From an optimization exercise on the open Yosys and OpenROAD flow, aimed at small area; shortcuts taken in it are not production practice. Where RTL was checked, it was by simulation tests only, not by an equivalence proof against the original. Only the layout flow was run in run 3; the RTL was not checked for function there. No activity file was given, so power comes from the tool's default toggle rates.

### constraint.sdc
create_clock -name core_clock -period 7.0 [get_ports {i_clk}]
set_input_delay 1.4000 -clock core_clock [delete_from_list [all_inputs] [get_ports {i_clk}]]
set_output_delay 1.4000 -clock core_clock [all_outputs]
set_load 0.01 [all_outputs]
### config.mk
export PLATFORM = sky130hd
export DESIGN_NAME = alu
export DESIGN_NICKNAME = alu
export VERILOG_FILES = /design/flow/design.v
export SDC_FILE = /design/flow/constraint.sdc
export NUM_CORES = 4
export LEC_CHECK = 0
export CAP_MARGIN = 20
export CORE_MARGIN = 2
export CORE_UTILIZATION = 40
export CTS_BUF_LIST = sky130_fd_sc_hd__clkbuf_2
export GPL_TIMING_DRIVEN = 0
export SLEW_MARGIN = 20
export SYNTH_HIERARCHICAL = 1
### design.v
module alu_fa(input x, input y, input z, output s, output c);
    assign s = x ^ y ^ z;
    assign c = (x & y) | (x & z) | (y & z);
endmodule
module alu_ha(input x, input y, output s, output c);
    assign s = x ^ y;
    assign c = x & y;
endmodule
module alu_ao(input g, input p, input c, output o);
    assign o = g | (p & c);
endmodule
module alu #(
    parameter INT_W  = 3,
    parameter FRAC_W = 5,
    parameter INST_W = 3,
    parameter DATA_W = INT_W + FRAC_W
)(
    input                     i_clk,
    input                     i_rst_n,
    input                     i_valid,
    input signed [DATA_W-1:0] i_data_a,
    input signed [DATA_W-1:0] i_data_b,
    input        [INST_W-1:0] i_inst,
    output                    o_valid,
    output signed      [DATA_W-1:0] o_data
);
wire [7:0] a = i_data_a;
wire [7:0] b = i_data_b;
wire [2:0] op = i_inst;
wire       t  = op[2] | (op[0] & ~op[1]);
wire [7:0] bx = b ^ {8{t}};
wire [7:0] ag, ap;
wire [8:0] ac;
assign ac[0] = t;
genvar gi;
generate for (gi = 0; gi < 8; gi = gi + 1) begin : g_add
    alu_ha u_ha (.x(a[gi]), .y(bx[gi]), .s(ap[gi]), .c(ag[gi]));
    alu_ao u_ao (.g(ag[gi]), .p(ap[gi]), .c(ac[gi]), .o(ac[gi+1]));
end endgenerate
wire [7:0] sum = ap ^ ac[7:0];
wire       ovf    = ac[7] ^ ac[8];
wire       a_lt_b = sum[7] ^ ovf;
wire [15:4] q;
wire pp01_1 = ~(a[0] & b[1]);
wire pp02_2 = ~(a[0] & b[2]);
wire pp03_3 = ~(a[0] & b[3]);
wire pp04_4 = ~(a[0] & b[4]);
wire pp05_5 = ~(a[0] & b[5]);
wire pp06_6 = ~(a[0] & b[6]);
wire pp07_7 = a[0] & b[7];
wire pp10_8 = ~(a[1] & b[0]);
wire pp11_9 = ~(a[1] & b[1]);
wire pp12_10 = ~(a[1] & b[2]);
wire pp13_11 = ~(a[1] & b[3]);
wire pp14_12 = ~(a[1] & b[4]);
wire pp15_13 = ~(a[1] & b[5]);
wire pp16_14 = ~(a[1] & b[6]);
wire pp17_15 = a[1] & b[7];
wire pp20_16 = ~(a[2] & b[0]);
wire pp21_17 = ~(a[2] & b[1]);
wire pp22_18 = ~(a[2] & b[2]);
wire pp23_19 = ~(a[2] & b[3]);
wire pp24_20 = ~(a[2] & b[4]);
wire pp25_21 = ~(a[2] & b[5]);
wire pp26_22 = ~(a[2] & b[6]);
wire pp27_23 = a[2] & b[7];
wire pp30_24 = ~(a[3] & b[0]);
wire pp31_25 = ~(a[3] & b[1]);
wire pp32_26 = ~(a[3] & b[2]);
wire pp33_27 = ~(a[3] & b[3]);
wire pp34_28 = ~(a[3] & b[4]);
wire pp35_29 = ~(a[3] & b[5]);
wire pp36_30 = ~(a[3] & b[6]);
wire pp37_31 = a[3] & b[7];
wire pp40_32 = ~(a[4] & b[0]);
wire pp41_33 = ~(a[4] & b[1]);
wire pp42_34 = ~(a[4] & b[2]);
wire pp43_35 = ~(a[4] & b[3]);
wire pp44_36 = ~(a[4] & b[4]);
wire pp45_37 = ~(a[4] & b[5]);
wire pp46_38 = ~(a[4] & b[6]);
wire pp47_39 = a[4] & b[7];
wire pp50_40 = ~(a[5] & b[0]);
wire pp51_41 = ~(a[5] & b[1]);
wire pp52_42 = ~(a[5] & b[2]);
wire pp53_43 = ~(a[5] & b[3]);
wire pp54_44 = ~(a[5] & b[4]);
wire pp55_45 = ~(a[5] & b[5]);
wire pp56_46 = ~(a[5] & b[6]);
wire pp57_47 = a[5] & b[7];
wire pp60_48 = ~(a[6] & b[0]);
wire pp61_49 = ~(a[6] & b[1]);
wire pp62_50 = ~(a[6] & b[2]);
wire pp63_51 = ~(a[6] & b[3]);
wire pp64_52 = ~(a[6] & b[4]);
wire pp65_53 = ~(a[6] & b[5]);
wire pp66_54 = ~(a[6] & b[6]);
wire pp67_55 = a[6] & b[7];
wire pp70_56 = a[7] & b[0];
wire pp71_57 = a[7] & b[1];
wire pp72_58 = a[7] & b[2];
wire pp73_59 = a[7] & b[3];
wire pp74_60 = a[7] & b[4];
wire pp75_61 = a[7] & b[5];
wire pp76_62 = a[7] & b[6];
wire pp77_63 = ~(a[7] & b[7]);
wire s64, c65;
wire s66, c67;
wire s68, c69;
wire s70, c71;
wire s72, c73;
wire s74, c75;
wire s76, c77;
wire s78, c79;
wire s80, c81;
wire s82, c83;
wire s84, c85;
wire s86, c87;
wire s88, c89;
wire s90, c91;
wire s92, c93;
wire s94, c95;
wire s96, c97;
wire s98, c99;
wire s100, c101;
wire s102, c103;
wire s104, c105;
wire s106, c107;
wire s108, c109;
wire s110, c111;
wire s112, c113;
wire s114, c115;
wire s116, c117;
wire s118, c119;
wire s120, c121;
wire s122, c123;
wire s124, c125;
wire s126, c127;
wire s128, c129;
wire s130, c131;
wire s132, c133;
wire s134, c135;
wire s136, c137;
wire s138, c139;
wire s140, c141;
wire s142, c143;
wire s144, c145;
wire s146, c147;
wire c148 = pp01_1 | pp10_8;
wire c149 = s64 | c148;
wire c150 = s68 | c149;
wire s151, c152;
wire s153 = ~(s82 ^ c152);
wire c154 = s82 | c152;
wire s155 = ~(s92 ^ c154);
wire c156 = s92 | c154;
wire s157 = ~(s104 ^ c156);
wire c158 = s104 | c156;
wire s159, c160;
wire s161 = s159 ^ c158;
wire c162;
wire s163, c164;
wire s165 = s163 ^ c162;
wire c166;
wire s167, c168;
wire s169 = s167 ^ c166;
wire c170;
wire s171, c172;
wire s173 = s171 ^ c170;
wire c174;
wire s175, c176;
wire s177 = s175 ^ c174;
wire c178;
wire s179, c180;
wire s181 = s179 ^ c178;
wire c182;
wire s183, c184;
wire s185 = s183 ^ c182;
wire c186;
wire s187 = ~c186;
assign q[4] = ~s151;
assign q[5] = ~s153;
assign q[6] = ~s155;
assign q[7] = ~s157;
assign q[8] = ~s161;
assign q[9] = ~s165;
assign q[10] = ~s169;
assign q[11] = ~s173;
assign q[12] = ~s177;
assign q[13] = ~s181;
assign q[14] = ~s185;
assign q[15] = ~s187;
alu_fa u_s64 (.x(pp02_2), .y(pp11_9), .z(pp20_16), .s(s64), .c(c65));
alu_fa u_s66 (.x(pp03_3), .y(pp12_10), .z(pp21_17), .s(s66), .c(c67));
alu_fa u_s68 (.x(pp30_24), .y(c65), .z(s66), .s(s68), .c(c69));
alu_ha u_s70 (.x(pp04_4), .y(pp13_11), .s(s70), .c(c71));
alu_fa u_s72 (.x(pp22_18), .y(pp31_25), .z(pp40_32), .s(s72), .c(c73));
alu_fa u_s74 (.x(s70), .y(c67), .z(s72), .s(s74), .c(c75));
alu_fa u_s76 (.x(pp05_5), .y(pp14_12), .z(pp23_19), .s(s76), .c(c77));
alu_fa u_s78 (.x(pp32_26), .y(pp41_33), .z(pp50_40), .s(s78), .c(c79));
alu_fa u_s80 (.x(c71), .y(c73), .z(s76), .s(s80), .c(c81));
alu_fa u_s82 (.x(s78), .y(c75), .z(s80), .s(s82), .c(c83));
alu_fa u_s84 (.x(pp06_6), .y(pp15_13), .z(pp24_20), .s(s84), .c(c85));
alu_fa u_s86 (.x(pp33_27), .y(pp42_34), .z(pp51_41), .s(s86), .c(c87));
alu_fa u_s88 (.x(pp60_48), .y(c77), .z(c79), .s(s88), .c(c89));
alu_fa u_s90 (.x(s84), .y(s86), .z(c81), .s(s90), .c(c91));
alu_fa u_s92 (.x(s88), .y(c83), .z(s90), .s(s92), .c(c93));
alu_fa u_s94 (.x(pp07_7), .y(pp16_14), .z(pp25_21), .s(s94), .c(c95));
alu_fa u_s96 (.x(pp34_28), .y(pp43_35), .z(pp52_42), .s(s96), .c(c97));
alu_fa u_s98 (.x(pp61_49), .y(pp70_56), .z(c85), .s(s98), .c(c99));
alu_fa u_s100 (.x(c87), .y(s94), .z(s96), .s(s100), .c(c101));
alu_fa u_s102 (.x(c89), .y(s98), .z(s100), .s(s102), .c(c103));
alu_fa u_s104 (.x(c91), .y(s102), .z(c93), .s(s104), .c(c105));
alu_ha u_s106 (.x(pp17_15), .y(pp26_22), .s(s106), .c(c107));
alu_fa u_s108 (.x(pp35_29), .y(pp44_36), .z(pp53_43), .s(s108), .c(c109));
alu_fa u_s110 (.x(pp62_50), .y(pp71_57), .z(s106), .s(s110), .c(c111));
alu_fa u_s112 (.x(c95), .y(c97), .z(s108), .s(s112), .c(c113));
alu_fa u_s114 (.x(s110), .y(c99), .z(c101), .s(s114), .c(c115));
alu_fa u_s116 (.x(s112), .y(c103), .z(s114), .s(s116), .c(c117));
alu_fa u_s118 (.x(pp27_23), .y(pp36_30), .z(pp45_37), .s(s118), .c(c119));
alu_fa u_s120 (.x(pp54_44), .y(pp63_51), .z(pp72_58), .s(s120), .c(c121));
alu_fa u_s122 (.x(c107), .y(c109), .z(s118), .s(s122), .c(c123));
alu_fa u_s124 (.x(s120), .y(c111), .z(c113), .s(s124), .c(c125));
alu_fa u_s126 (.x(s122), .y(c115), .z(s124), .s(s126), .c(c127));
alu_fa u_s128 (.x(pp37_31), .y(pp46_38), .z(pp55_45), .s(s128), .c(c129));
alu_fa u_s130 (.x(pp64_52), .y(pp73_59), .z(c119), .s(s130), .c(c131));
alu_fa u_s132 (.x(c121), .y(s128), .z(c123), .s(s132), .c(c133));
alu_fa u_s134 (.x(s130), .y(c125), .z(s132), .s(s134), .c(c135));
alu_fa u_s136 (.x(pp47_39), .y(pp56_46), .z(pp65_53), .s(s136), .c(c137));
alu_fa u_s138 (.x(pp74_60), .y(c129), .z(s136), .s(s138), .c(c139));
alu_fa u_s140 (.x(c131), .y(s138), .z(c133), .s(s140), .c(c141));
alu_fa u_s142 (.x(pp57_47), .y(pp66_54), .z(pp75_61), .s(s142), .c(c143));
alu_fa u_s144 (.x(c137), .y(s142), .z(c139), .s(s144), .c(c145));
alu_fa u_s146 (.x(pp67_55), .y(pp76_62), .z(c143), .s(s146), .c(c147));
alu_fa u_s151 (.x(c69), .y(s74), .z(c150), .s(s151), .c(c152));
alu_ha u_s159 (.x(c105), .y(s116), .s(s159), .c(c160));
alu_ao u_c162 (.g(c160), .p(s159), .c(c158), .o(c162));
alu_ha u_s163 (.x(c117), .y(s126), .s(s163), .c(c164));
alu_ao u_c166 (.g(c164), .p(s163), .c(c162), .o(c166));
alu_ha u_s167 (.x(c127), .y(s134), .s(s167), .c(c168));
alu_ao u_c170 (.g(c168), .p(s167), .c(c166), .o(c170));
alu_ha u_s171 (.x(c135), .y(s140), .s(s171), .c(c172));
alu_ao u_c174 (.g(c172), .p(s171), .c(c170), .o(c174));
alu_ha u_s175 (.x(c141), .y(s144), .s(s175), .c(c176));
alu_ao u_c178 (.g(c176), .p(s175), .c(c174), .o(c178));
alu_ha u_s179 (.x(c145), .y(s146), .s(s179), .c(c180));
alu_ao u_c182 (.g(c180), .p(s179), .c(c178), .o(c182));
alu_ha u_s183 (.x(pp77_63), .y(c147), .s(s183), .c(c184));
alu_ao u_c186 (.g(c184), .p(s183), .c(c182), .o(c186));
wire       z    = ~|q[11:4];
wire       msat = q[15] ? ~&q[14:12] : (|q[14:13] | (q[12] & ~z));
wire       sg_hi  = ~a[7] & a[6] & a[5];
wire       sg_lo  = a[7] & (~a[6] | ~|a[5:0]);
wire       sg_mid = ~sg_hi & ~sg_lo;
wire [7:0] sigv   = {2'b00, ~a[7] & a[6], sg_mid & ~a[7] & ~a[6], a[5:2] & {4{sg_mid}}};
wire [7:0] r1   = b[0] ? {a[0], a[7:1]} : a;
wire [7:0] r2   = b[1] ? {r1[1:0], r1[7:2]} : r1;
wire [7:0] rotv = b[2] ? {r2[3:0], r2[7:4]} : r2;
wire       is_as = ~op[2] & ~op[1];
wire       is_mul = ~op[2] & op[1] & ~op[0];
wire       sat = (is_as & ovf) | (is_mul & msat);
wire       sgn = is_as ? ~sum[7] : q[15];
wire       v      = i_valid;
wire       e_as   = v & is_as & ~ovf;
wire       e_mul  = v & is_mul & ~msat;
wire       e_sat1 = v & ((is_as & ovf & ~sum[7]) | (is_mul & msat & q[15]));
wire       e_sat0 = v & ((is_as & ovf & sum[7]) | (is_mul & msat & ~q[15]));
wire       e_nand = v & (op == 3'd3);
wire       e_xnor = v & (op == 3'd4);
wire       e_sig  = v & (op == 3'd5);
wire       e_rot  = v & (op == 3'd6);
wire       e_min  = v & (op == 3'd7);
wire       e_r0   = e_rot & ~b[2];
wire       e_r1   = e_rot & b[2];
wire       e_ma   = e_min & a_lt_b;
wire       e_mb   = e_min & ~a_lt_b;
wire [7:0] mulb   = {q[15] | z, q[11:5]};
wire [7:0] res    = ({8{e_as}} & sum) | ({8{e_mul}} & mulb) | ({8{e_nand}} & ~ag) |
                    ({8{e_xnor}} & ap) | ({8{e_sig}} & sigv) |
                    ({8{e_r0}} & r2) | ({8{e_r1}} & {r2[3:0], r2[7:4]}) |
                    ({8{e_ma}} & a) | ({8{e_mb}} & b) | {e_sat1, {7{e_sat0}}};
reg [7:0] o_data_r;
reg       o_valid_r;
always @(posedge i_clk or negedge i_rst_n) begin
    if (!i_rst_n) begin
        o_data_r  <= 8'd0;
        o_valid_r <= 1'b0;
    end else begin
        o_data_r  <= res;
        o_valid_r <= i_valid;
    end
end
assign o_valid = o_valid_r;
assign o_data  = o_data_r;
endmodule
### run.sh
#!/bin/bash
# synth_recipe.tcl (not shown) runs the flow's synth.tcl, then flattens the netlist and writes it again
# the make line also repeats each setting of config.mk as NAME=value (left out here)
make -C /OpenROAD-flow-scripts/flow DESIGN_CONFIG=/design/flow/config.mk WORK_HOME=/design/flow/orfs CLKGATE_MAP_FILE= SYNTH_SCRIPT=/design/flow/synth_recipe.tcl finish
==> impl_metrics.json, run 1 <==
{
  "fmax_mhz": 148,
  "required_ns": 7.17,
  "worst_pin_slew_ns": 0.858,
  "p_int_uw": 362,
  "grt_pass1_wl_mm": 13.4,
  "cp.arrival_ns": 6.92,
  "overflow": 0,
  "final-hold-violation-count": 0,
  "gp_congestion": 0.930,
  "firstDrtPassIters": 4,
  "num_vias": 2518,
  "antenna_cells": 0,
  "root_buffer": "clkbuf_2",
  "synth_edf_count": 0,
  "pin_count": 31,
  "grtUsageTotal": 0.203,
  "ys_warn_count": 7,
  "grt_pass1_vias": 2619,
  "grt_setup_unrepaired": "false",
  "relSlewSlack": 0.420,
  "peakVddDrop_v": 0.000136,
  "drive_gt1_frac": 0.127,
  "async_flop_share": 1.00,
  "swShare": 0.510,
  "fin_nets": 430,
  "synth-seq-cells": 9,
  "wl_per_cell_um": 17.9,
  "comb_power_share": 0.868,
  "end_kind": "register",
  "ys_top_cells_by_area": "fa_1 28%, ha_1 8.5%, dfrtp_1 7.6%",
  "synth.distinct_cells": 57,
  "power_switching_uw": 376,
  "post-place-cells": 442,
  "clk_pin_slew_worst_paths_ns": 0.09,
  "numClockSinks": 9,
  "clock_tree.buffer_depth": 2,
  "clkPwrFrac": 0.042,
  "maxSlewViolCount": 0,
  "routed_via_density": 5.66,
  "cts_tree": "built",
  "grt_max_degree": 11,
  "initial_core_util": 0.410,
  "yosysSeqAreaShare": 0.0762,
  "h-tree-depth": 1,
  "leakagePower_uw": 0.00146,
  "worstSetupPathType": "in2reg",
  "outcome": "finished clean",
  "postSynthAreaPerCell_um2": 9.15,
  "core_um2": 7210,
  "finalPower_uw": 738,
  "synth.most_common_cell": "nand2_1",
  "synth_common_cells": "53 x nand2_1, 41 x fa_1, 20 x ha_1",
  "fin_cells": 445,
  "maxCapViolations": 0,
  "dpl_cell_area_um2": 3280,
  "area_growth_pct": 14.7,
  "drc_errors": 0,
  "cp-start-kind": "input pin",
  "final_area_um2": 3390,
  "netlist_area_um2": 2960,
  "wl_mm": 7.94,
  "io_buffers": 20,
  "drtIter0Drc": 181,
  "fin_crit_sh": 0.965,
  "power_density_nw_per_um2": 218,
  "synth_top_area_share": 0.278,
  "syn_inst": 323,
  "ant_nets": 0,
  "cp_max_fo": 10,
  "die-area_um2": 8090,
  "antenna_found_initial": 0,
  "die_x_um": 90.0,
  "hp-class": "in2async",
  "placementRows": 31,
  "fin_crit_ns": 6.75,
  "synth_top_cell_by_area": "fa_1",
  "place_hpwl_mm": 6.27,
  "ys.flop_type": "dfrtp_1",
  "die_height_um": 90.0,
  "setup_viol": 0,
  "numCtsBuffers": 3,
  "power_frac_seq": 0.089
}
[per-layer routing]
metal / up-vias / global-route usage / share of wire
met2: 76 / 0.350 / 0.49
met3: 6 / 0.0151 / 0.053
met5: - / 0 / 0
met4: 0 / 0.0282 / 0.0045
li1: 1174 / - / -
met1: 1262 / 0.290 / 0.45
[through the flow]
stage	setup TNS [ns]	hold slack [ns]	setup slack, ns	util
global placement	-4.86	1.71	-0.705	0.455
detailed placement	-4.68	1.71	-0.671	0.455
global route	0	1.43	0.0261	0.470
CTS	0	1.44	0.00144	0.468
finish	0	1.43	0.248	0.470
floorplan	0	1.10	0.393	-
[cells in the final DEF (no fill, tap or decap), drive strengths merged, types with 9 or more instances in the layout]
cell type | netlist | final
nand2 | 53 | 53
fa | 41 | 41
clkbuf | 17 | 22
ha | 20 | 20
inv | 17 | 17
and2 | 15 | 15
a21o | 15 | 15
clkdlybuf4s50 | 0 | 14
nor2 | 13 | 13
mux2i | 13 | 13
xnor2 | 11 | 11
buf | 9 | 10
dfrtp | 9 | 9
[sequential cells by signal (all words and copies together), names as in the netlist]
signal     flops
o_data_r       8
o_valid_r      1
[cell type report]
cell class	count	area [um2]
Inverter	17	63.8
Clock buffer	4	20.0
Fill cell	740	3820
Tap cell	99	124
Multi-Input combinational cell	271	2550
Sequential cell	9	225
Timing Repair Buffer	20	193
Buffer	25	210
[logic make-up after synthesis]
| family | share of synthesized area |
|---|---|
| flip-flops | 0.0762 |
| adder cells (fa/ha/maj) | 0.362 |
| AO/OA/AOI/OAI | 0.150 |
| buffers and inverters | 0.0724 |
| multiplexers | 0.0898 |
| AND/OR/NAND/NOR | 0.191 |
| XOR/XNOR | 0.0584 |
[per-module statistics from Yosys (local to each module, per instance)]
module | cell area (um2) | times used | flip-flops and latches | cells inside
alu | 1810 | 1 | 9 | 250
alu_ao | 7.51 | 15 | 0 | 1
alu_fa | 20.0 | 41 | 0 | 1
alu_ha | 12.5 | 17 | 0 | 1
[timing repair]
action                                 in CTS  in global routing
gates resized for setup                    25                 19
setup buffers                               0                  0
hold buffers                                0                  0
endpoints found under the hold margin       0                  0
setup endpoints to repair                   8                  8
pin swaps                                   0                  2
[how the worst max path moves through the flow]
| stage | slack, ns | from | to |
|---|---|---|---|
| floorplan | 0.39 | i_data_b[0] | o_data_r[3]$_DFF_PN0_ |
| global placement | -0.70 | i_data_a[3] | o_data_r[6]$_DFF_PN0_ |
| detailed placement | -0.67 | i_data_a[3] | o_data_r[4]$_DFF_PN0_ |
| CTS | 0.001 | i_data_a[1] | o_data_r[4]$_DFF_PN0_ |
| global route | 0.03 | i_data_a[5] | o_data_r[3]$_DFF_PN0_ |
| finish | 0.25 | i_data_a[5] | o_data_r[3]$_DFF_PN0_ |
[critical path, stage by stage]
cell and delay [ns]:
clkdlybuf4s50_1 0.62, clkbuf_4 0.29, nand2_1 0.10, fa_1 0.49, fa_1 0.56, fa_1 0.45
fa_1 0.50, inv_1 0.07, ha_2 0.21, inv_1 0.05, a21o_1 0.17, a21o_1 0.18
a21o_1 0.18, a21o_1 0.17, a21o_1 0.18, a21o_1 0.18, xor2_1 0.16, nand2_1 0.13
o2bb2ai_2 0.17, or4bb_1 0.52, nand4_1 0.13
[power groups by stage]
stage	Combinational, uW	Clock [uW]	Sequential [uW]
2_1_floorplan	458	0	74.2
3_3_place_gp	604	0	67.0
3_5_place_dp	611	0	67.2
4_1_cts	638	32.7	66.1
5_1_grt	724	34.5	67.4
6_report	641	31.4	65.9
==> run 2, diff against run 1 <==
==> flow/run.sh (new file) <==
#!/bin/bash
# Own layout flow: the standard ORFS flow (standard.sh, which runs the
# standard synthesis unchanged), with three ORFS settings changed:
#   - port buffers are the smallest buffer cell (every port still gets one),
#   - the buffers ABC adds during synthesis are removed at floorplan,
#   - non-critical cells are downsized after global routing (ORFS's
#     power-recovery step).
# The make output goes to flow_make.log; ORFS writes each step's log under
# orfs/logs/.
set -euo pipefail
export BUFFER_PORTS_ARGS="-buffer_cell sky130_fd_sc_hd__buf_1"
export REMOVE_ABC_BUFFERS=1
export RECOVER_POWER=100
bash standard.sh > flow_make.log 2>&1
==> standard.sh (new file) <==
#!/bin/bash
# synth_recipe.tcl (not shown) runs the flow's synth.tcl, then flattens the netlist and writes it again
# the make line also repeats each setting of config.mk as NAME=value (left out here)
make -C /OpenROAD-flow-scripts/flow DESIGN_CONFIG=/design/flow/config.mk WORK_HOME=/design/flow/orfs CLKGATE_MAP_FILE= SYNTH_SCRIPT=/design/flow/synth_recipe.tcl "${@:-finish}"
removed: run.sh
==> run 2 against run 1 <==
Against the previous run:
- clock power rose by 2%
- critical path depth did not move
- via count rose by 0.20%
- power fell by 7.0%
- highest routed layer unchanged
==> impl_metrics.json, run 2 <==
{
  "drc_errors": 0,
  "maxCapViolations": 0,
  "use_met3": 0.0277,
  "wl_mm": 7.84,
  "maxSlewViolCount": 0,
  "die-area_um2": 8090,
  "grt_busiest_layer": "met2",
  "area_growth_pct": 4.15,
  "synth.most_common_cell": "nand2_1",
  "synth_top_cell_by_area": "fa_1",
  "largest_reg_flops": 8,
  "antenna_cells": 0,
  "grt_max_degree": 19,
  "fin_crit_sh": 0.944,
  "overflow": 0,
  "cp-start-kind": "input pin",
  "final_common_cell": "nand2_1",
  "synth-seq-cells": 9,
  "yosysSeqAreaShare": 0.0762,
  "fmax_mhz": 151,
  "hp-class": "in2async",
  "worstSetupPathType": "in2reg",
  "firstDrtPassIters": 5,
  "place_hpwl_mm": 5.73,
  "regMostFlops": "o_data_r",
  "grt_setup_unrepaired": "false",
  "core_um2": 7210,
  "root_buffer": "clkbuf_2",
  "fin_crit_ns": 6.61,
  "utilization": 0.427,
  "leakagePower_uw": 0.00129,
  "grt_pass1_vias": 2652,
  "ys_warn_count": 7,
  "placementRows": 31,
  "synth.distinct_cells": 57,
  "gr-usage-met2": 0.357,
  "crit_path_start": "i_data_b[5]",
  "die_x_um": 90.0,
  "synth_top_area_share": 0.278,
  "end_kind": "register",
  "final-hold-violation-count": 0,
  "cts_tree": "built",
  "syn_inst": 323,
  "h-tree-depth": 1,
  "ys.flop_type": "dfrtp_1",
  "setup_viol": 0,
  "layout_common_cells": "53 x nand2_1, 41 x fa_1, 20 x ha_1, 18 x buf_1, 17 x inv_1",
  "async_flop_share": 1.00,
  "grtUsageMet1": 0.294,
  "outcome": "finished clean",
  "clk_pin_slew_worst_paths_ns": 0.08,
  "cp.arrival_ns": 6.74,
  "setup_tns_ns": 0,
  "numClockSinks": 9,
  "pin_count": 31,
  "relSlewSlack": 0.393,
  "wl_per_cell_um": 18.2,
  "routed_via_density": 5.87,
  "required_ns": 7.13,
  "synth_common_cells": "53 x nand2_1, 41 x fa_1, 20 x ha_1",
  "grt_pass1_wl_mm": 13.7,
  "initial_core_util": 0.410,
  "synth_edf_count": 0,
  "netlist_area_um2": 2960,
  "cp_max_fo": 10,
  "num_vias": 2523,
  "ys_top_cells_by_area": "fa_1 28%, ha_1 8.5%, dfrtp_1 7.6%",
  "peakVddDrop_v": 0.000164,
  "drtIter0Drc": 228,
  "clock_tree.buffer_depth": 2,
  "top_regs": "o_data_r (8), o_valid_r (1)",
  "power_density_nw_per_um2": 223,
  "drive_gt1_frac": 0.0846,
  "postSynthAreaPerCell_um2": 9.15,
  "grtUsageTotal": 0.208,
  "worst_pin_slew_ns": 0.910,
  "antenna_found_initial": 0,
  "finalPower_uw": 686,
  "numCtsBuffers": 3,
  "io_buffers": 30,
  "ant_nets": 0,
  "die_height_um": 90.0,
  "hold_ws_ns": 1.08,
  "gp_congestion": 0.871,
  "fin_nets": 415
}
==> run 2: changes by cell type in the layout (fill, tap and decap cells not counted), sizes merged <==
cell and delta:
dlymetal6s2s -3, clkbuf -7, clkdlybuf4s50 -14, buf +9
==> run 2: cell families after synthesis <==
logic type,after synthesis,synth area share
buffers and inverters,43,0.0724
AOI/OAI and AO/OA,58,0.150
adders and majority gates,61,0.362
DFF,9,0.0762
xor gates and xnor gates,18,0.0584
and+or+nand+nor,114,0.191
muxes,20,0.0898
==> run 2: per-module statistics from Yosys (local to each module, per instance) <==
module / area [um2] / flops+latches / cells inside
alu: 1810 / 9 / 250
alu_ha: 12.5 / 0 / 1
alu_ao: 7.51 / 0 / 1
alu_fa: 20.0 / 0 / 1
==> run 2: repair_timing <==
item,CTS,global route
gates resized for setup,3,13
pin swaps,0,0
endpoints found under the setup margin,6,8
setup buffers,0,0
hold buffers,0,0
==> run 2: per-stage QoR <==
stage          setup slack (ns)  instances  area [um2]
2_1_floorplan             0.883        297        2810
3_3_place_gp             -0.331        426        3040
3_5_place_dp             -0.350        426        3050
4_1_cts                  0.0249        430        3080
5_1_grt                 0.00122        430        3080
6_report                  0.391        430        3080
==> run 2: how the worst max path moves through the flow <==
stage / end
2_1_floorplan: o_data_r[3]$_DFF_PN0_
3_3_place_gp: o_data_r[4]$_DFF_PN0_
3_5_place_dp: o_data_r[5]$_DFF_PN0_
4_1_cts: o_data_r[5]$_DFF_PN0_
5_1_grt: o_data_r[5]$_DFF_PN0_
6_report: o_data_r[4]$_DFF_PN0_
==> run 2: cell type report <==
class	instances	area (um2)
clock buffers	4	20.0
fillers	750	4140
inverters	17	63.8
multi-input cells	271	2520
flip-flops and latches	9	225
well taps	99	124
repair buffers	30	125
==> run 2: critical path, cell delays in order <==
cell	delay, ns
buf_1	0.42
nand2_1	0.15
fa_1	0.53
fa_1	0.44
fa_1	0.43
fa_1	0.45
fa_1	0.46
inv_1	0.07
ha_1	0.17
inv_1	0.05
a21o_1	0.17
a21o_1	0.17
a21o_1	0.18
a21o_1	0.18
a21o_1	0.17
a21o_1	0.17
xor2_1	0.18
nand2_1	0.12
o2bb2ai_1	0.17
nand3_1	0.27
o2111ai_1	0.37
==> run 2: layer usage <==
layer | wire [um] | part of all wire
met1 | 3490 | 0.44
met3 | 485 | 0.062
met5 | 0 | 0
met4 | 27 | 0.0034
met2 | 3840 | 0.49
==> run 2: report_power, final <==
group	total, uW	switching, uW	internal (uW)
Combinational	588	336	253
Clock	32.0	16.8	15.2
Sequential	66.2	2.75	63.5
==> run 3, diff against run 2 <==
--- a/design.v
+++ b/design.v
@@ -152,42 +152,44 @@
 wire s151, c152;
-wire s153 = ~(s82 ^ c152);
-wire c154 = s82 | c152;
-wire s155 = ~(s92 ^ c154);
-wire c156 = s92 | c154;
-wire s157 = ~(s104 ^ c156);
-wire c158 = s104 | c156;
-wire s159, c160;
-wire s161 = s159 ^ c158;
-wire c162;
-wire s163, c164;
-wire s165 = s163 ^ c162;
-wire c166;
-wire s167, c168;
-wire s169 = s167 ^ c166;
-wire c170;
-wire s171, c172;
-wire s173 = s171 ^ c170;
-wire c174;
-wire s175, c176;
-wire s177 = s175 ^ c174;
-wire c178;
-wire s179, c180;
-wire s181 = s179 ^ c178;
-wire c182;
-wire s183, c184;
-wire s185 = s183 ^ c182;
-wire c186;
-wire s187 = ~c186;
-assign q[4] = ~s151;
-assign q[5] = ~s153;
-assign q[6] = ~s155;
-assign q[7] = ~s157;
-assign q[8] = ~s161;
-assign q[9] = ~s165;
-assign q[10] = ~s169;
-assign q[11] = ~s173;
-assign q[12] = ~s177;
-assign q[13] = ~s181;
-assign q[14] = ~s185;
-assign q[15] = ~s187;
+wire s153 = s151 ^ c150;
+wire c154;
+wire s155 = ~(s82 ^ c154);
+wire c156 = s82 | c154;
+wire s157 = ~(s92 ^ c156);
+wire c158 = s92 | c156;
+wire s159 = ~(s104 ^ c158);
+wire c160 = s104 | c158;
+wire s161, c162;
+wire s163 = s161 ^ c160;
+wire c164;
+wire s165, c166;
+wire s167 = s165 ^ c164;
+wire c168;
+wire s169, c170;
+wire s171 = s169 ^ c168;
+wire c172;
+wire s173, c174;
+wire s175 = s173 ^ c172;
+wire c176;
+wire s177, c178;
+wire s179 = s177 ^ c176;
+wire c180;
+wire s181, c182;
+wire s183 = s181 ^ c180;
+wire c184;
+wire s185, c186;
+wire s187 = s185 ^ c184;
+wire c188;
+wire s189 = ~c188;
+assign q[4] = ~s153;
+assign q[5] = ~s155;
+assign q[6] = ~s157;
+assign q[7] = ~s159;
+assign q[8] = ~s163;
+assign q[9] = ~s167;
+assign q[10] = ~s171;
+assign q[11] = ~s175;
+assign q[12] = ~s179;
+assign q[13] = ~s183;
+assign q[14] = ~s187;
+assign q[15] = ~s189;
 alu_fa u_s64 (.x(pp02_2), .y(pp11_9), .z(pp20_16), .s(s64), .c(c65));
@@ -234,17 +236,18 @@
 alu_fa u_s146 (.x(pp67_55), .y(pp76_62), .z(c143), .s(s146), .c(c147));
-alu_fa u_s151 (.x(c69), .y(s74), .z(c150), .s(s151), .c(c152));
-alu_ha u_s159 (.x(c105), .y(s116), .s(s159), .c(c160));
-alu_ao u_c162 (.g(c160), .p(s159), .c(c158), .o(c162));
-alu_ha u_s163 (.x(c117), .y(s126), .s(s163), .c(c164));
-alu_ao u_c166 (.g(c164), .p(s163), .c(c162), .o(c166));
-alu_ha u_s167 (.x(c127), .y(s134), .s(s167), .c(c168));
-alu_ao u_c170 (.g(c168), .p(s167), .c(c166), .o(c170));
-alu_ha u_s171 (.x(c135), .y(s140), .s(s171), .c(c172));
-alu_ao u_c174 (.g(c172), .p(s171), .c(c170), .o(c174));
-alu_ha u_s175 (.x(c141), .y(s144), .s(s175), .c(c176));
-alu_ao u_c178 (.g(c176), .p(s175), .c(c174), .o(c178));
-alu_ha u_s179 (.x(c145), .y(s146), .s(s179), .c(c180));
-alu_ao u_c182 (.g(c180), .p(s179), .c(c178), .o(c182));
-alu_ha u_s183 (.x(pp77_63), .y(c147), .s(s183), .c(c184));
-alu_ao u_c186 (.g(c184), .p(s183), .c(c182), .o(c186));
+alu_ha u_s151 (.x(c69), .y(s74), .s(s151), .c(c152));
+alu_ao u_c154 (.g(c152), .p(s151), .c(c150), .o(c154));
+alu_ha u_s161 (.x(c105), .y(s116), .s(s161), .c(c162));
+alu_ao u_c164 (.g(c162), .p(s161), .c(c160), .o(c164));
+alu_ha u_s165 (.x(c117), .y(s126), .s(s165), .c(c166));
+alu_ao u_c168 (.g(c166), .p(s165), .c(c164), .o(c168));
+alu_ha u_s169 (.x(c127), .y(s134), .s(s169), .c(c170));
+alu_ao u_c172 (.g(c170), .p(s169), .c(c168), .o(c172));
+alu_ha u_s173 (.x(c135), .y(s140), .s(s173), .c(c174));
+alu_ao u_c176 (.g(c174), .p(s173), .c(c172), .o(c176));
+alu_ha u_s177 (.x(c141), .y(s144), .s(s177), .c(c178));
+alu_ao u_c180 (.g(c178), .p(s177), .c(c176), .o(c180));
+alu_ha u_s181 (.x(c145), .y(s146), .s(s181), .c(c182));
+alu_ao u_c184 (.g(c182), .p(s181), .c(c180), .o(c184));
+alu_ha u_s185 (.x(pp77_63), .y(c147), .s(s185), .c(c186));
+alu_ao u_c188 (.g(c186), .p(s185), .c(c184), .o(c188));
 wire       z    = ~|q[11:4];
==> run.sh (new file) <==
#!/bin/bash
# synth_recipe.tcl (not shown) runs the flow's synth.tcl, then flattens the netlist and writes it again
# the make line also repeats each setting of config.mk as NAME=value (left out here)
make -C /OpenROAD-flow-scripts/flow DESIGN_CONFIG=/design/flow/config.mk WORK_HOME=/design/flow/orfs CLKGATE_MAP_FILE= SYNTH_SCRIPT=/design/flow/synth_recipe.tcl finish
removed: flow/run.sh
removed: standard.sh
==> run 3 against run 2 <==
Against the previous run:
- sequential power is 4.8% higher
- worst setup slack worse by 0.17 ns
- critical path depth increased by 1
- highest routed layer unchanged
- still clean on timing, DRC and antenna
- core utilization is 6.4 points higher
- synthesized cell count rose by 1.5%
- routed wire length increased by 5.9%
==> impl_metrics.json, run 3 <==
{
  "grtUsageTotal": 0.204,
  "cp.arrival_ns": 6.95,
  "p_int_uw": 399,
  "relSlewSlack": 0.426,
  "die_height_um": 89.8,
  "overflow": 0,
  "die-area_um2": 8070,
  "crit_chain": "clkdlybuf4s15_1, clkbuf_8, nand2_1, fa_1, fa_1, fa_2, fa_2, fa_1, inv_1, ha_2, inv_1, a21o_1, a21o_1, a21o_1, a21o_1, a21o_1, a21o_1, a21o_1, or4_4, nor4_4, o21ai_4, o2111ai_2",
  "fmax_mhz": 147,
  "synth_common_cells": "53 x nand2_1, 40 x fa_1, 21 x ha_1, 21 x mux2i_1",
  "required_ns": 7.17,
  "setup_viol": 0,
  "synth_edf_count": 0,
  "final_area_um2": 3520,
  "synth.distinct_cells": 52,
  "peakVddDrop_v": 0.000177,
  "clk_pin_slew_worst_paths_ns": 0.10,
  "hp-class": "in2async",
  "fin_nets": 447,
  "ant_nets": 0,
  "initial_core_util": 0.410,
  "slowest_delay_ns": 0.56,
  "drive_gt1_frac": 0.152,
  "cts_tree": "built",
  "place_hpwl_mm": 6.23,
  "postSynthAreaPerCell_um2": 8.98,
  "maxSlewViolCount": 0,
  "grt_max_degree": 18,
  "crit_path_frequent_cell": "a21o_1",
  "worst_pin_slew_ns": 0.850,
  "antenna_found_initial": 0,
  "final-hold-violation-count": 0,
  "cp_top_family": "adder cells",
  "area_growth_pct": 19.6,
  "netlist_area_um2": 2950,
  "die_x_um": 89.8,
  "io_buffers": 22,
  "numClockSinks": 9,
  "placementRows": 31,
  "largest_reg_flops": 8,
  "cp_max_fo": 6,
  "ys_warn_count": 7,
  "utilization": 0.491,
  "grt_pass1_vias": 2610,
  "drtIter0Drc": 130,
  "root_buffer": "clkbuf_2",
  "antenna_cells": 0,
  "wl_per_cell_um": 18.0,
  "ys.flop_type": "dfrtp_1",
  "top_regs": "o_data_r (8), o_valid_r (1)",
  "leakagePower_uw": 0.00149,
  "power_frac_seq": 0.085,
  "yosysSeqAreaShare": 0.0765,
  "fin_crit_sh": 0.969,
  "grt_pass1_wl_mm": 13.5,
  "routed_via_density": 5.69,
  "regMostFlops": "o_data_r",
  "clkPwrFrac": 0.043,
  "synth-seq-cells": 9,
  "swShare": 0.509,
  "fin_crit_ns": 6.78,
  "worstSetupPathType": "in2reg",
  "layout_common_cells": "53 x nand2_1, 37 x fa_1, 21 x mux2i_1, 19 x ha_1, 17 x and2_1",
  "num_vias": 2629,
  "h-tree-depth": 1,
  "cp-start-kind": "input pin",
  "pin_count": 31,
  "end_kind": "register",
  "power_switching_uw": 413,
  "drc_errors": 0,
  "wl_mm": 8.30,
  "numCtsBuffers": 3,
  "setup_tns_ns": 0,
  "slowest_stage": "or4_4",
  "synth_top_cell_by_area": "fa_1",
  "synth_top_area_share": 0.272,
  "synth.most_common_cell": "nand2_1",
  "firstDrtPassIters": 4,
  "ys_top_cells_by_area": "fa_1 27%, ha_1 8.9%, dfrtp_1 7.6%",
  "path_buf_inv": 4,
  "comb_power_share": 0.872,
  "setup_ws_ns": 0.219,
  "power_density_nw_per_um2": 231,
  "core_um2": 7180,
  "maxCapViolations": 0,
  "final_common_cell": "nand2_1",
  "clock_tree.buffer_depth": 2,
  "syn_inst": 328,
  "gp_congestion": 0.931,
  "outcome": "finished clean",
  "dpl_cell_area_um2": 3290,
  "grt_setup_unrepaired": "false",
  "async_flop_share": 1.00,
  "post-place-ws_ns": -1.00
}
[run 3: cell types whose count changed after synthesis, moves of 4 or more]
cell / delta
xnor2_1: +5
mux4_2: -5
nor3_1: -5
mux2i_1: +8
a211oi_1: +4
o22ai_1: +5
[run 3: worst paths after layout]
kind	from	slack, ns	end	depth (start not counted)
worst max-delay path	i_data_a[3]	0.22	o_data_r[4]$_DFF_PN0_	22
worst min-delay path	i_rst_n	1.43	o_data_r[3]$_DFF_PN0_	1
max in group asynchronous	i_rst_n	5.27	o_data_r[2]$_DFF_PN0_	1
min in group core_clock	i_valid	1.63	o_valid_r$_DFF_PN0_	1
[run 3: repair_timing]
| action | CTS | global route |
|---|---|---|
| endpoints found under the setup margin | 8 | 8 |
| gates resized for setup | 38 | 15 |
| buffers inserted | 9 | 1 |
| hold buffers | 0 | 0 |
| pin swaps | 9 | 6 |
[run 3: stage by stage]
stage	hold WS [ns]	instances	total power [uW]
after floorplan	1.10	328	549
after global placement	1.71	449	708
after detailed placement	1.72	449	710
after CTS	1.43	461	800
after global routing	1.43	462	884
final	1.43	462	812
[run 3: power by group through the flow]
stage	clock network [uW]	registers [uW]	logic [uW]
after CTS	36.9	69.6	693
final	34.7	69.4	708
after global routing	40.4	70.2	773
after detailed placement	0	70.8	639
after global placement	0	70.2	638
after floorplan	0	78.9	470
[run 3: logic make-up (layout without fill, tap and decap cells)]
logic type	Yosys count	in the layout	share of synthesized area
xor+xnor	19	19	0.0591
mux	24	24	0.0828
fa+ha+maj	61	61	0.361
compound gates	61	61	0.158
flops	9	9	0.0765
simple gates	115	115	0.205
buf+inv	39	74	0.0573
[run 3: cell type report]
type	count	area [um2]
Timing Repair Buffer	32	289
Buffer	24	176
Clock buffer	4	20.0
Sequential cell	9	225
Multi-Input combinational cell	280	2640
Tap cell	99	124
Inverter	14	52.6
Fill cell	719	3650
[run 3: routing by layer]
layer | wire (um) | track usage | vias up
met5 | 0 | 0 | -
met4 | 19 | 0.0192 | 0
met3 | 358 | 0.0226 | 2
met2 | 4060 | 0.338 | 63
met1 | 3860 | 0.300 | 1343
li1 | - | - | 1221
[run 3: modules after synthesis, one instance, submodules excluded]
module | cell area (um2) | flip-flops and latches | cells | times used
alu_fa | 20.0 | 0 | 1 | 40
alu | 1800 | 9 | 254 | 1
alu_ao | 7.51 | 0 | 1 | 16
alu_ha | 12.5 | 0 | 1 | 18

-- re-timing with driven ports --
Ports are ideal in the flow. The routed layouts listed here were re-timed in OpenROAD. Step 1 sets driving cells, clkbuf_16 on the clock port and buf_2 on the other inputs (assumed; they add their load-dependent delay and slew). Step 2, shift: input delay + t, output delay - t, t = (earliest + latest rising clock arrival at the registers) / 2. This alone moves slack from input paths to output paths. Slacks: ideal ports / drivers / drivers and shift; pairs: ideal ports / drivers.
| run | shift t [ns] | slack for setup (ns) | worst register clock-pin slew, ns |
|---|---|---|---|
| run 1 | 0.249 | 0.248 / 0.239 / -0.010 | 0.09 / 0.09 |
| run 2 | 0.255 | 0.391 / 0.384 / 0.130 | 0.08 / 0.08 |
| run 3 | 0.273 | 0.219 / 0.207 / -0.066 | 0.10 / 0.10 |
Met with ideal ports but missed after step 2: setup timing in run 1 and run 3. The setup slack of run 3, which loses most, moves by -0.012 ns with the drivers and by -0.285 ns with both steps.
